This is an optimization exercise on Yosys and OpenROAD, whose aim is small area, not a production implementation.
RTL that was checked went through simulation tests only; none was proved equivalent to the original.
No activity file was given, so power comes from the tool's default toggle rates.

// mtm_Alu
module mtm_Alu (
    input  wire clk,    
    input  wire rst_n,  
    input  wire sin,    
    output wire sout    
);
For scale: about 4 I/O pins, roughly 5200 um^2 of cells after synthesis.
==> module mtm_Alu_deserializer, before the edit <==
module mtm_Alu_deserializer (
  input  wire        clk,
  input  wire        rst_n,
  input  wire        sin,
  output reg  [31:0] A,
  output reg  [2:0]  op,
  output wire        shift_b,
  output wire        alu_en,
  output wire [2:0]  step,
  output wire        req,
  output reg  [1:0]  code
);
reg [3:0] q;
reg [3:0] k;
reg [3:0] crc;
reg       msb;     
wire ctlpkt  = k[3] & ~k[0];                  
wire derr    = k[3] & k[0] & ~k[1];           
wire idle    = k[3] & k[1];                   
wire inpkt   = ~k[3] | ctlpkt;                
wire stop    = ctlpkt & q[3] & q[2] & ~(q[1] & q[0]);
wire payload = inpkt & ~q[3];
assign shift_b = payload && (k[3:2] == 2'b01);
assign alu_en  = ctlpkt & ~(q[3] ^ q[2]);
assign step    = q[2:0];
wire d  = (ctlpkt && q[2:0] == 3'd7) ? 1'b1 : sin;
wire fb = crc[3] ^ d;
wire crc_ok = (crc == 4'd0);
assign req = derr || (stop && !(crc_ok && msb && op == 3'b000));
always @(*) begin
  if (derr)
    code = 2'd1;
  else if (!crc_ok)
    code = 2'd2;
  else if (!msb)
    code = op[1] ? 2'd3 : 2'd0;
  else
    code = op[2] ? 2'd1 : 2'd2;
end
wire [3:0] qd = q - 4'd1;
always @(posedge clk) begin
  if (!rst_n) begin
    k <= 4'd15;
    q <= 4'd9;
  end
  else if (derr || stop) begin
    if (q == {stop, stop, 2'b00}) begin
      k <= 4'd15;
      q <= 4'd9;
    end
    else
      q <= qd;
  end
  else if (q == 4'd9) begin
    if (!sin) begin
      q <= qd;
      k <= k + 4'd1;
      if (idle) crc <= 4'd0;
    end
  end
  else if (q == 4'd8) begin
    if (sin != ctlpkt) begin
      k <= 4'd9;
      q <= 4'd9;
    end
    else
      q <= qd;
  end
  else if (q == 4'd15) begin
    if (!sin) begin
      k <= 4'd9;
      q <= 4'd0;
    end
    else if (ctlpkt)
      q <= qd;
    else
      q <= 4'd9;
  end
  else begin
    q <= qd;
    crc <= {crc[2], crc[1], crc[0] ^ fb, fb};
    if (k[3:2] == 2'b00)
      A <= {A[30:0], sin};
    if (ctlpkt) begin
      if (q[2:0] == 3'd7) msb <= sin;
      if (q[2:0] == 3'd6 || q[2:0] == 3'd5 || q[2:0] == 3'd4) op <= {op[1:0], sin};
      if (q[2:0] == 3'd3 && msb &&
          !((op == 3'b010 && crc == 4'b0101) ||
            (op == 3'b100 && crc == 4'b1001)))
        op <= 3'b000;
    end
  end
end
endmodule
==> module mtm_Alu_core, before the edit <==
module mtm_Alu_core(
  input  wire        clk,
  input  wire        sin,
  input  wire [31:0] A,
  input  wire [2:0]  op,
  input  wire        shift_b,
  input  wire        alu_en,
  input  wire [2:0]  step,
  input  wire        shift_c,
  output reg  [31:0] B,
  output reg         cr,
  output reg         of,
  output reg         zr,
  output reg         neg
);
wire       arith = op[2];
wire       inv   = op[2] & op[0];
wire [2:0] nib   = 3'd3 - step;
wire [3:0] a     = A[4*nib +: 4];
wire [3:0] b     = B[3:0];
wire       first = (step == 3'd3);
wire       last  = (step == 3'd4);
wire       cin   = first ? inv : cr;
wire [4:0] c;
wire [3:0] s;
wire [3:0] r;
assign c[0] = cin;
genvar i;
generate
  for (i = 0; i < 4; i = i + 1) begin : g_bit
    wire bx = b[i] ^ inv;
    assign s[i]   = a[i] ^ bx ^ c[i];
    assign c[i+1] = (a[i] & bx) | (a[i] & c[i]) | (bx & c[i]);
    assign r[i]   = arith ? s[i] : (op[0] ? (a[i] | b[i]) : (a[i] & b[i]));
  end
endgenerate
always @(posedge clk) begin
  if (alu_en) begin
    B  <= {r, B[31:4]};
    cr <= last ? (arith & (c[4] ^ inv)) : c[4];
    if (last) begin
      of  <= arith && (a[3] == b[3]) && (s[3] != a[3]);
      neg <= arith && (inv ? ~c[4] : s[3]);
      zr  <= arith;
    end
  end
  else begin
    if (shift_b || shift_c)
      B <= {B[30:0], sin};
    if (shift_c && B[31])
      zr <= 1'b0;
  end
end
endmodule
==> module mtm_Alu_serializer, before the edit <==
module mtm_Alu_serializer(
  input  wire       clk,
  input  wire       rst_n,
  input  wire       req,
  input  wire [1:0] code,
  input  wire       cbit,
  input  wire       cr,
  input  wire       of,
  input  wire       zr,
  input  wire       neg,
  output wire       shift_c,
  output reg        sout
);
reg [3:0] sq;
reg [2:0] sk;
reg [2:0] crc;
reg       se;      
wire idle  = (sk[2:1] == 2'b11);
wire dbit  = !sq[3];
assign shift_c = !sk[2] && dbit;
reg [7:0] ctl;
always @(*) begin
  if (!sk[0])
    ctl = {1'b0, cr, of, zr, neg, crc[2], crc[2], crc[2]};
  else case (crc[1:0])
    2'd1:    ctl = 8'b11001001;
    2'd2:    ctl = 8'b10100101;
    default: ctl = 8'b10010011;
  endcase
end
wire bitv = sk[2] ? ctl[sq[2:0]] : cbit;
wire fb   = crc[2] ^ bitv;
always @(posedge clk) begin
  if (!rst_n) begin
    sk   <= 3'd7;
    se   <= 1'b1;
    sout <= 1'b1;
  end
  else begin
    sout <= se;
    if (idle) begin
      se <= 1'b1;
      if (req) begin
        sq  <= 4'd9;
        sk  <= (code == 2'd0) ? 3'd0 : 3'd5;
        crc <= {1'b0, code};
      end
    end
    else begin
      sq <= sq - 4'd1;
      if (sq == 4'd9)
        se <= 1'b0;
      else if (sq == 4'd8)
        se <= sk[2];
      else if (sq == 4'd15) begin
        se <= 1'b1;
        sq <= 4'd9;
        if (sk[2])
          sk <= 3'd7;
        else
          sk <= sk + 3'd1;
      end
      else begin
        se <= bitv;
        if ((sk != 3'd0 || sq != 4'd7) && !(sk == 3'd5))
          crc <= {crc[1], crc[0] ^ fb, fb};
      end
    end
  end
end
endmodule
==> module mtm_Alu, before the edit <==
module mtm_Alu (
    input  wire clk,    
    input  wire rst_n,  
    input  wire sin,    
    output wire sout    
);
wire [31:0] A;
wire [31:0] B;
wire [2:0]  op;
wire        shift_b;
wire        alu_en;
wire [2:0]  step;
wire        req;
wire [1:0]  code;
wire        shift_c;
wire        cr, of, zr, neg;
mtm_Alu_deserializer u_mtm_Alu_deserializer(
  .clk    (clk),
  .rst_n  (rst_n),
  .sin    (sin),
  .A      (A),
  .op     (op),
  .shift_b(shift_b),
  .alu_en (alu_en),
  .step   (step),
  .req    (req),
  .code   (code)
);
mtm_Alu_core u_mtm_Alu_core(
  .clk    (clk),
  .sin    (sin),
  .A      (A),
  .op     (op),
  .shift_b(shift_b),
  .alu_en (alu_en),
  .step   (step),
  .shift_c(shift_c),
  .B      (B),
  .cr     (cr),
  .of     (of),
  .zr     (zr),
  .neg    (neg)
);
mtm_Alu_serializer u_mtm_Alu_serializer(
  .clk    (clk),
  .rst_n  (rst_n),
  .req    (req),
  .code   (code),
  .cbit   (B[31]),
  .cr     (cr),
  .of     (of),
  .zr     (zr),
  .neg    (neg),
  .shift_c(shift_c),
  .sout   (sout)
);
endmodule
==> flow/config.mk <==
export PLATFORM = sky130hd
export DESIGN_NAME = mtm_Alu
export DESIGN_NICKNAME = mtm_Alu
export VERILOG_FILES = /design/flow/design.v
export SDC_FILE = /design/flow/constraint.sdc
export NUM_CORES = 4
export LEC_CHECK = 0
export CAP_MARGIN = 20
export CORE_MARGIN = 2
export CORE_UTILIZATION = 40
export CTS_BUF_LIST = sky130_fd_sc_hd__clkbuf_8
export PLACE_DENSITY = 0.6
export SLEW_MARGIN = 20
==> flow/constraint.sdc <==
create_clock -name core_clock -period 10.0 [get_ports {clk}]
set_input_delay 2.0000 -clock core_clock [delete_from_list [all_inputs] [get_ports {clk}]]
set_output_delay 2.0000 -clock core_clock [all_outputs]
set_load 0.01 [all_outputs]
run.sh (not shown) runs the stock make flow with config.mk's settings and CLKGATE_MAP_FILE= SYNTH_SCRIPT=/design/flow/synth_recipe.tcl, a recipe that flattens the netlist after the stock synthesis.
The baseline produced a clean layout.
Change:
--- a/flow/design.v
+++ b/flow/design.v
@@ -9,5 +9,5 @@
   output wire [2:0]  step,
   output wire        req,
-  output reg  [1:0]  code
+  output reg  [2:0]  code
 );
 reg [3:0] q;
@@ -29,12 +29,7 @@
 assign req = derr || (stop && !(crc_ok && msb && op == 3'b000));
 always @(*) begin
-  if (derr)
-    code = 2'd1;
-  else if (!crc_ok)
-    code = 2'd2;
-  else if (!msb)
-    code = op[1] ? 2'd3 : 2'd0;
-  else
-    code = op[2] ? 2'd1 : 2'd2;
+  code[2] = derr | (crc_ok & msb & op[2]);
+  code[1] = ~derr & (~crc_ok | (msb & ~op[2]));
+  code[0] = ~derr & crc_ok & ~msb & op[1];
 end
 wire [3:0] qd = q - 4'd1;
@@ -110,6 +105,17 @@
 wire       arith = op[2];
 wire       inv   = op[2] & op[0];
-wire [2:0] nib   = 3'd3 - step;
-wire [3:0] a     = A[4*nib +: 4];
+reg  [3:0] a;
+always @(*) begin
+  case (step)
+    3'd3:    a = A[3:0];
+    3'd2:    a = A[7:4];
+    3'd1:    a = A[11:8];
+    3'd0:    a = A[15:12];
+    3'd7:    a = A[19:16];
+    3'd6:    a = A[23:20];
+    3'd5:    a = A[27:24];
+    default: a = A[31:28];
+  endcase
+end
 wire [3:0] b     = B[3:0];
 wire       first = (step == 3'd3);
@@ -151,5 +157,5 @@
   input  wire       rst_n,
   input  wire       req,
-  input  wire [1:0] code,
+  input  wire [2:0] code,
   input  wire       cbit,
   input  wire       cr,
@@ -171,9 +177,6 @@
   if (!sk[0])
     ctl = {1'b0, cr, of, zr, neg, crc[2], crc[2], crc[2]};
-  else case (crc[1:0])
-    2'd1:    ctl = 8'b11001001;
-    2'd2:    ctl = 8'b10100101;
-    default: ctl = 8'b10010011;
-  endcase
+  else
+    ctl = {1'b1, crc, crc, 1'b1};
 end
 wire bitv = sk[2] ? ctl[sq[2:0]] : cbit;
@@ -191,6 +194,6 @@
       if (req) begin
         sq  <= 4'd9;
-        sk  <= (code == 2'd0) ? 3'd0 : 3'd5;
-        crc <= {1'b0, code};
+        sk  <= (code == 3'd0) ? 3'd0 : 3'd5;
+        crc <= code;
       end
     end
@@ -231,5 +234,5 @@
 wire [2:0]  step;
 wire        req;
-wire [1:0]  code;
+wire [2:0]  code;
 wire        shift_c;
 wire        cr, of, zr, neg;
Total power shrinks by 11%.
Clock power falls by 10%.
Critical path depth went up by 9.
Combinational power shrinks by 12%.
Register-to-register slack stays flat.
Die area came out lower by 5.8%.
The RTL of the first run of this note was laid out without a check of its function.

---

The RTL this note starts from:
==> flow/design.v <==
module mtm_Alu_deserializer (
  input  wire        clk,
  input  wire        rst_n,
  input  wire        sin,
  output reg  [31:0] A,
  output reg  [2:0]  op,
  output wire        shift_b,
  output wire        alu_en,
  output wire [1:0]  slice,
  output reg  [2:0]  kind
);
localparam IDLE = 2'd0;
localparam LOAD = 2'd1;
localparam DERR = 2'd2;
localparam STOP = 2'd3;
reg [1:0] state;
reg [3:0] q;       
reg [3:0] k;       
reg [3:0] crc;
reg       msb;
reg       echo;
wire payload = (state == LOAD) && (q >= 4'd2) && (q <= 4'd9);
wire ctlpkt  = (k == 4'd8);
assign shift_b = payload && (k[3:2] == 2'b01);
assign alu_en  = payload && ctlpkt && (q >= 4'd6);
assign slice   = {~q[1], q[0]};
wire d  = (ctlpkt && q == 4'd2) ? 1'b1 : sin;
wire fb = crc[3] ^ d;
always @(*) begin
  kind = 3'd0;
  if (state == DERR)
    kind = 3'd2;
  else if (state == STOP) begin
    if (crc != 4'd0)
      kind = 3'd3;
    else if (!msb)
      kind = (op[1] == 1'b0) ? 3'd1 : 3'd4;
    else if (echo)
      kind = op[2] ? 3'd2 : 3'd3;
  end
end
always @(posedge clk) begin
  if (!rst_n) begin
    state <= IDLE;
  end
  else begin
    case (state)
      IDLE: begin
        if (!sin) begin
          state <= LOAD;
          q <= 4'd1;
          k <= 4'd0;
          crc <= 4'd0;
        end
      end
      LOAD: begin
        if (q == 4'd0) begin
          if (!sin) q <= 4'd1;
        end
        else if (q == 4'd1) begin
          if (sin != ctlpkt) begin
            state <= DERR;
            q <= 4'd9;
          end
          else
            q <= 4'd2;
        end
        else if (q == 4'd10) begin
          if (!sin) begin
            state <= DERR;
            q <= 4'd0;
          end
          else if (ctlpkt) begin
            state <= STOP;
            q <= 4'd2;
          end
          else begin
            q <= 4'd0;
            k <= k + 4'd1;
          end
        end
        else begin
          q <= q + 4'd1;
          crc <= {crc[2], crc[1], crc[0] ^ fb, fb};
          if (k[3:2] == 2'b00)
            A <= {A[30:0], sin};
          if (ctlpkt) begin
            if (q == 4'd2) msb <= sin;
            if (q >= 4'd3 && q <= 4'd5) op <= {op[1:0], sin};
            if (q == 4'd6)
              echo <= msb && ((op == 3'b010 && crc == 4'b0101) ||
                              (op == 3'b100 && crc == 4'b1001));
          end
        end
      end
      default: begin
        if (q != 4'd0)
          q <= q - 4'd1;
        else
          state <= IDLE;
      end
    endcase
  end
end
endmodule
module mtm_Alu_core(
  input  wire        clk,
  input  wire        sin,
  input  wire [31:0] A,
  input  wire [2:0]  op,
  input  wire        shift_b,
  input  wire        alu_en,
  input  wire [1:0]  slice,
  input  wire        shift_c,
  output reg  [31:0] B,
  output reg         cr,
  output reg         of,
  output reg         zr,
  output reg         neg
);
wire       arith = op[2];
wire       inv   = op[2] & op[0];
wire [7:0] a     = A[8*slice +: 8];
wire [7:0] b     = B[8*slice +: 8];
wire       cin   = (slice == 2'd0) ? inv : cr;
wire [8:0] c;
wire [7:0] s;
wire [7:0] r;
assign c[0] = cin;
genvar i;
generate
  for (i = 0; i < 8; i = i + 1) begin : g_bit
    wire bx = b[i] ^ inv;
    assign s[i]   = a[i] ^ bx ^ c[i];
    assign c[i+1] = (a[i] & bx) | (c[i] & (a[i] ^ bx));
    assign r[i]   = arith ? s[i] : (op[0] ? (a[i] | b[i]) : (a[i] & b[i]));
  end
endgenerate
wire last = (slice == 2'd3);
always @(posedge clk) begin
  if (alu_en) begin
    B[8*slice +: 8] <= r;
    cr <= last ? (arith & (c[8] ^ inv)) : c[8];
    if (last) begin
      of  <= arith && (a[7] == b[7]) && (s[7] != a[7]);
      neg <= arith && (inv ? ~c[8] : s[7]);
      zr  <= arith;
    end
  end
  else begin
    if (shift_b || shift_c)
      B <= {B[30:0], sin};
    if (shift_c && B[31])
      zr <= 1'b0;
  end
end
endmodule
module mtm_Alu_serializer(
  input  wire       clk,
  input  wire       rst_n,
  input  wire [2:0] kind,
  input  wire       cbit,
  input  wire       cr,
  input  wire       of,
  input  wire       zr,
  input  wire       neg,
  output wire       shift_c,
  output reg        sout
);
reg       busy;
reg [3:0] sq;      
reg [2:0] sk;      
reg [2:0] code;
reg [2:0] crc;
reg       se;      
wire dbit = busy && (sq >= 4'd2) && (sq <= 4'd9);
assign shift_c = dbit && !sk[2];
reg [7:0] ctl;
always @(*) begin
  case (code)
    3'd2:    ctl = 8'b11001001;
    3'd3:    ctl = 8'b10100101;
    3'd4:    ctl = 8'b10010011;
    default: ctl = {1'b0, cr, of, zr, neg, crc[2], crc[2], crc[2]};
  endcase
end
reg bitv;
always @(*) begin
  if (!sk[2])
    bitv = cbit;
  else
    bitv = ctl[4'd9 - sq];
end
wire fb = crc[2] ^ bitv;
always @(posedge clk) begin
  if (!rst_n) begin
    busy <= 1'b0;
    se   <= 1'b1;
    sout <= 1'b1;
  end
  else begin
    sout <= se;
    if (!busy) begin
      se <= 1'b1;
      if (kind != 3'd0) begin
        busy <= 1'b1;
        sq   <= 4'd0;
        sk   <= (kind == 3'd1) ? 3'd0 : 3'd4;
        code <= kind;
        crc  <= 3'd0;
      end
    end
    else if (sq == 4'd0) begin
      se <= 1'b0;
      sq <= 4'd1;
    end
    else if (sq == 4'd1) begin
      se <= sk[2];
      sq <= 4'd2;
    end
    else if (sq == 4'd10) begin
      se <= 1'b1;
      if (sk[2])
        busy <= 1'b0;
      else begin
        sk <= sk + 3'd1;
        sq <= 4'd0;
      end
    end
    else begin
      se <= bitv;
      sq <= sq + 4'd1;
      if (sk != 3'd0 || sq != 4'd2)
        crc <= {crc[1], crc[0] ^ fb, fb};
    end
  end
end
endmodule
module mtm_Alu (
    input  wire clk,    
    input  wire rst_n,  
    input  wire sin,    
    output wire sout    
);
wire [31:0] A;
wire [31:0] B;
wire [2:0]  op;
wire        shift_b;
wire        alu_en;
wire [1:0]  slice;
wire [2:0]  kind;
wire        shift_c;
wire        cr, of, zr, neg;
mtm_Alu_deserializer u_mtm_Alu_deserializer(
  .clk    (clk),
  .rst_n  (rst_n),
  .sin    (sin),
  .A      (A),
  .op     (op),
  .shift_b(shift_b),
  .alu_en (alu_en),
  .slice  (slice),
  .kind   (kind)
);
mtm_Alu_core u_mtm_Alu_core(
  .clk    (clk),
  .sin    (sin),
  .A      (A),
  .op     (op),
  .shift_b(shift_b),
  .alu_en (alu_en),
  .slice  (slice),
  .shift_c(shift_c),
  .B      (B),
  .cr     (cr),
  .of     (of),
  .zr     (zr),
  .neg    (neg)
);
mtm_Alu_serializer u_mtm_Alu_serializer(
  .clk    (clk),
  .rst_n  (rst_n),
  .kind   (kind),
  .cbit   (B[31]),
  .cr     (cr),
  .of     (of),
  .zr     (zr),
  .neg    (neg),
  .shift_c(shift_c),
  .sout   (sout)
);
endmodule
Settings: LEC_CHECK=0, CAP_MARGIN=20, CORE_MARGIN=2, CORE_UTILIZATION=40, PLACE_DENSITY=0.6, SLEW_MARGIN=20; clock period 10.0 ns.
==> next run, changes <==
--- a/flow/design.v
+++ b/flow/design.v
@@ -5,8 +5,7 @@
   output reg  [31:0] A,
   output reg  [2:0]  op,
   output wire        shift_b,
-  output wire        alu_en,
-  output wire [1:0]  slice,
+  output wire        load_c,
   output reg  [2:0]  kind
 );
 localparam IDLE = 2'd0;
@@ -22,8 +21,7 @@
 wire payload = (state == LOAD) && (q >= 4'd2) && (q <= 4'd9);
 wire ctlpkt  = (k == 4'd8);
 assign shift_b = payload && (k[3:2] == 2'b01);
-assign alu_en  = payload && ctlpkt && (q >= 4'd6);
-assign slice   = {~q[1], q[0]};
+assign load_c  = (state == LOAD) && ctlpkt && (q == 4'd10);
 wire d  = (ctlpkt && q == 4'd2) ? 1'b1 : sin;
 wire fb = crc[3] ^ d;
 always @(*) begin
@@ -109,8 +107,7 @@
   input  wire [31:0] A,
   input  wire [2:0]  op,
   input  wire        shift_b,
-  input  wire        alu_en,
-  input  wire [1:0]  slice,
+  input  wire        load_c,
   input  wire        shift_c,
   output reg  [31:0] B,
   output reg         cr,
@@ -118,34 +115,18 @@
   output reg         zr,
   output reg         neg
 );
-wire       arith = op[2];
-wire       inv   = op[2] & op[0];
-wire [7:0] a     = A[8*slice +: 8];
-wire [7:0] b     = B[8*slice +: 8];
-wire       cin   = (slice == 2'd0) ? inv : cr;
-wire [8:0] c;
-wire [7:0] s;
-wire [7:0] r;
-assign c[0] = cin;
-genvar i;
-generate
-  for (i = 0; i < 8; i = i + 1) begin : g_bit
-    wire bx = b[i] ^ inv;
-    assign s[i]   = a[i] ^ bx ^ c[i];
-    assign c[i+1] = (a[i] & bx) | (c[i] & (a[i] ^ bx));
-    assign r[i]   = arith ? s[i] : (op[0] ? (a[i] | b[i]) : (a[i] & b[i]));
-  end
-endgenerate
-wire last = (slice == 2'd3);
+wire        arith = op[2];
+wire        sub   = op[0];
+wire [32:0] sum   = {1'b0, A} + {1'b0, sub ? ~B : B} + {32'd0, sub};
+wire [31:0] C     = arith ? sum[31:0] : (sub ? (A | B) : (A & B));
+wire        bw    = sum[32] ^ sub;
 always @(posedge clk) begin
-  if (alu_en) begin
-    B[8*slice +: 8] <= r;
-    cr <= last ? (arith & (c[8] ^ inv)) : c[8];
-    if (last) begin
-      of  <= arith && (a[7] == b[7]) && (s[7] != a[7]);
-      neg <= arith && (inv ? ~c[8] : s[7]);
-      zr  <= arith;
-    end
+  if (load_c) begin
+    B   <= C;
+    cr  <= arith && bw;
+    of  <= arith && (A[31] == B[31]) && (sum[31] != A[31]);
+    neg <= arith && (sub ? bw : sum[31]);
+    zr  <= arith;
   end
   else begin
     if (shift_b || shift_c)
@@ -246,8 +227,7 @@
 wire [31:0] B;
 wire [2:0]  op;
 wire        shift_b;
-wire        alu_en;
-wire [1:0]  slice;
+wire        load_c;
 wire [2:0]  kind;
 wire        shift_c;
 wire        cr, of, zr, neg;
@@ -258,8 +238,7 @@
   .A      (A),
   .op     (op),
   .shift_b(shift_b),
-  .alu_en (alu_en),
-  .slice  (slice),
+  .load_c (load_c),
   .kind   (kind)
 );
 mtm_Alu_core u_mtm_Alu_core(
@@ -268,8 +247,7 @@
   .A      (A),
   .op     (op),
   .shift_b(shift_b),
-  .alu_en (alu_en),
-  .slice  (slice),
+  .load_c (load_c),
   .shift_c(shift_c),
   .B      (B),
   .cr     (cr),
Result: Sequential share of layout area went down by 9.9 points. Clock skew barely changes. Setup slack gets better by 1900 ps. Clock-buffer cell count increases by 2. Cell count came out higher by about 46%. Design area rose by about 27%. Via count goes up by 41%. Routed wire length grows by about 30%. Total power drops by 13%. Utilization rose by 0.44 points. Non-clock buffer count went down by 1. Fmax came out higher by 50%. Register-to-register slack improves by 1900 ps.

-- re-timing with driven ports --
The flow's constraints put no driver on any port. The routed layouts listed below were extracted and timed again, unchanged, in two steps. Step 1 (the two cells are an assumption about what drives the block):
set clk [get_ports {clk}]
set_driving_cell -lib_cell sky130_fd_sc_hd__clkbuf_16 $clk
set_driving_cell -lib_cell sky130_fd_sc_hd__buf_2 [delete_from_list [all_inputs] $clk]
Step 2 times the ports against the registers' clock, not the clock port: input delays grow and output delays shrink by t, the midpoint of the rising clock arrivals with the driver on. a / b / c = ideal / step 1 / step 2; a / b = the first two.
| run | shift t [ns] | slack for setup (ns) | worst setup path after step 2 | slew at the worst register clock pin (ns) |
|---|---|---|---|---|
| the first run of note 1 | 0.388 | 6.040 / 6.040 / 5.945 | input to register | 0.10 / 0.10 |
| the second run of note 1 | 0.403 | 6.052 / 6.052 / 6.052 | register to register | 0.10 / 0.10 |
| the first run of note 2 | 0.390 | 4.409 / 4.409 / 4.409 | register to register | 0.07 / 0.07 |
| the second run of note 2 | 0.392 | 6.281 / 6.281 / 5.911 | input to register | 0.07 / 0.07 |
After both steps every run listed still meets setup and hold. For the second run of note 2, which loses most, drivers alone change the setup slack by 0.000 ns; drivers and shift together by -0.370 ns.
